From an optimization exercise on the open Yosys and OpenROAD flow, aimed at small area, a short achievable clock period and few clock cycles; shortcuts taken in it are not production practice. Where RTL was checked, it was by simulation tests only, not by an equivalence proof against the original. No activity file was given, so power comes from the tool's default toggle rates.

Setup of 11-04:
==> flow/design.v (excerpt) <==
module cpu(
    input  logic        clk,
    input  logic        reset,
    output logic [12:0] imem_addr,
    input  logic [31:0] imem_rdata,
    output logic [16:0] dmem_addr,
    output logic        dmem_we,
    output logic [31:0] dmem_wdata,
    input  logic [31:0] dmem_rdata,
    output logic        halted
);
Size in the first run: ~5,000 cells after synthesis, ~130 I/O pins, about 64,000 um^2 of cells after synthesis.
clock: 14.0 ns
lec_check: 0
cap_margin: 20
core_margin: 2
core_utilization: 40
cts_cluster_diameter: 150
cts_cluster_size: 20
place_density: 0.55
slew_margin: 20
synth_hierarchical: 1
standard.sh (not shown) runs the stock make flow with config.mk's settings and CLKGATE_MAP_FILE= SYNTH_SCRIPT=/design/flow/synth_recipe.tcl, a recipe that flattens the netlist after the stock synthesis.
==> flow/flow/run.sh <==
#!/bin/bash
# Standard layout, with timing repair told to aim for a setup slack margin well above
# the design's (the clock period and constraints stay the design's). Each step's log
# is kept in this folder.
set -euo pipefail
MARGIN=${MARGIN:-9.8}
bash standard.sh synth > synth.log 2>&1
bash standard.sh SETUP_SLACK_MARGIN=$MARGIN finish > layout.log 2>&1
11-04 ran to completion and came out clean on the timing, DRC and antenna checks.
Testbench counts of 11-04, summed over its fixed seeds: cycles 49,465.
### 11-04 -> 05-25
-- flow/design.v --
<<< 11-04, line 149
    logic        d_valid;
    logic [31:0] d_ir;
    logic [12:0] d_link;              
    logic [12:0] d_tgt;               
    logic        d_ldok;              
    logic        e_wr;                
>>> 05-25, line 149
    logic        d_valid;
    logic [31:0] d_ir;
    logic [12:0] d_pc;
    logic        d_ldok;              
    logic        e_wr;                
<<< 11-04, line 169
    logic        halt_r;
    logic [12:0] pc_o;
    logic        halt_o;              
    assign imem_addr  = pc_o;
    assign dmem_addr  = ma;
    assign dmem_we    = mwe;
    assign dmem_wdata = mwd;
    assign halted     = halt_o;
    localparam logic [4:0] R_LAST = NEQ;
    wire       f_rtype = imem_rdata[4:0] <= R_LAST;
>>> 05-25, line 168
    logic        halt_r;
    logic [12:0] pc_o;
    assign imem_addr  = pc_o;
    assign dmem_addr  = ma;
    assign dmem_we    = mwe;
    assign dmem_wdata = mwd;
    assign halted     = halt_r;
    localparam logic [4:0] R_LAST = NEQ;
    wire       f_rtype = imem_rdata[4:0] <= R_LAST;
<<< 11-04, line 215
    wire hz_b = e_wr && e_rd == d_rb;    
    wire neg     = imm[16];
    wire [31:0] zb = e_b ^ {32{e_sub}};
    wire [31:0] zp = e_a ^ zb;
>>> 05-25, line 213
    wire hz_b = e_wr && e_rd == d_rb;    
    wire neg     = imm[16];
    wire [12:0] d_link = d_pc + 13'd1;
    wire [31:0] zb = e_b ^ {32{e_sub}};
    wire [31:0] zp = e_a ^ zb;
<<< 11-04, line 223
    wire cond_d  = zero_a ^ is_bt;
    wire br_fix  = is_br && !hz_br && (cond_d ^ neg);
    logic [12:0] tgt_jr;
    ks_add #(.W(13)) add_j (.a(rda[12:0]), .b(imm[12:0]), .ci(1'b0), .s(tgt_jr), .co());
    wire [12:0] tgt    = is_jr ? tgt_jr : (neg ? d_link : d_tgt);
    wire stall = d_valid && (is_eb || (is_jr && hz_a) || (is_br && hz_br) || (is_sw && hz_b) ||
                             (is_lw && !d_ldok));
    wire redir = d_valid && ((is_jr && !hz_a) || br_fix);
    wire adv   = d_valid && !stall;
>>> 05-25, line 222
    wire cond_d  = zero_a ^ is_bt;
    wire br_fix  = is_br && !hz_br && (cond_d ^ neg);
    logic [12:0] tgt_pc, tgt_jr;
    ks_add #(.W(13)) add_p (.a(d_pc), .b(imm[12:0]), .ci(1'b0), .s(tgt_pc), .co());
    ks_add #(.W(13)) add_j (.a(rda[12:0]), .b(imm[12:0]), .ci(1'b0), .s(tgt_jr), .co());
    wire [12:0] tgt    = is_jr ? tgt_jr : (neg ? d_link : tgt_pc);
    wire stall = d_valid && (is_eb || (is_jr && hz_a) || (is_br && hz_br) || (is_lw && !d_ldok));
    wire redir = d_valid && ((is_jr && !hz_a) || br_fix);
    wire adv   = d_valid && !stall;
<<< 11-04, line 271
    end
    always_ff @(posedge clk) begin
        if (reset) halt_o <= 1'b0;
        else       halt_o <= halt_r || (d_valid && is_eb);
    end
    always_ff @(posedge clk) begin
        if (reset)       pc_o <= 13'd0;
        else if (!stall) pc_o <= redir ? tgt : (f_jump ? f_tgt : pc_inc);
>>> 05-25, line 270
    end
    always_ff @(posedge clk) begin
        if (reset)       pc_o <= 13'd0;
        else if (!stall) pc_o <= redir ? tgt : (f_jump ? f_tgt : pc_inc);
<<< 11-04, line 281
        if (!stall) begin
            d_ir <= imem_rdata;
            d_link <= pc_inc;
            d_tgt  <= f_tgt;
        end
    end
>>> 05-25, line 276
        if (!stall) begin
            d_ir <= imem_rdata;
            d_pc <= pc;
        end
    end
<<< 11-04, line 289
        ma     <= sel_d ? imm : imem_rdata[31:15];
        d_ldok <= !sel_d || (d_valid && is_lw);
        mwd    <= rdb;
    end
    always_ff @(posedge clk or posedge reset) begin
>>> 05-25, line 283
        ma     <= sel_d ? imm : imem_rdata[31:15];
        d_ldok <= !sel_d || (d_valid && is_lw);
        mwd    <= hz_b ? res : rdb;
    end
    always_ff @(posedge clk or posedge reset) begin
[summary]
For the total net switching power, 05-25 came in about 2% higher than 11-04 did. Going from 11-04 to 05-25, critical path depth now sits higher; mean instance size in the synthesized netlist fell by 2.7%. Looking at highest clock rate, 05-25 sits 3.4% higher than 11-04 does. Delta (05-25 minus 11-04): clock buffer and inverter area fraction after layout level; initial core utilization level; number of placed instances, taps included moved up; final total power level. Diff 05-25 and 11-04: setup slack after layout lower in 11-04. Leakage power summed over all cells for 05-25 is lower than for 11-04. Cell area delta (05-25 -> 11-04): insignificant. The utilization of 05-25 falls short of that of 11-04 by 0.55 points. Measured against each other, 05-25 and 11-04 differ in die height, the higher figure coming from 05-25. 11-04 has a lower die span in x than 05-25.
No functional check of the RTL was part of 05-25.

==> separate check: timing with driven ports <==
In the flow no input, the clock included, has a driving cell. The finished layouts below were timed again as built, in two steps.
Step 1 (the two cells are an assumption about what drives the block):
set clk [get_ports {clk}]
set_driving_cell -lib_cell sky130_fd_sc_hd__clkbuf_16 $clk
set_driving_cell -lib_cell sky130_fd_sc_hd__buf_2 [delete_from_list [all_inputs] $clk]
Step 2 also shifts input and output timing later by t, the mid clock arrival at the registers, as if the neighbouring blocks saw the same clock.
Slacks: ideal ports / drivers / drivers and shift; pairs: ideal ports / drivers.
run	t, ns	setup WS [ns]	hold WS [ns]	latest minus earliest clock arrival (ns)	cell pins on the clock port's net
11-04	0.792	9.651 / 9.651 / 9.036	0.417 / 0.417 / 0.417	0.068 / 0.068	1
05-25	0.807	9.794 / 9.725 / 9.023	0.420 / 0.420 / 0.420	0.056 / 0.056	1
After both steps every run listed still meets setup and hold. The setup slack of 05-25, which loses most, moves by -0.069 ns with the drivers and by -0.771 ns with both steps.
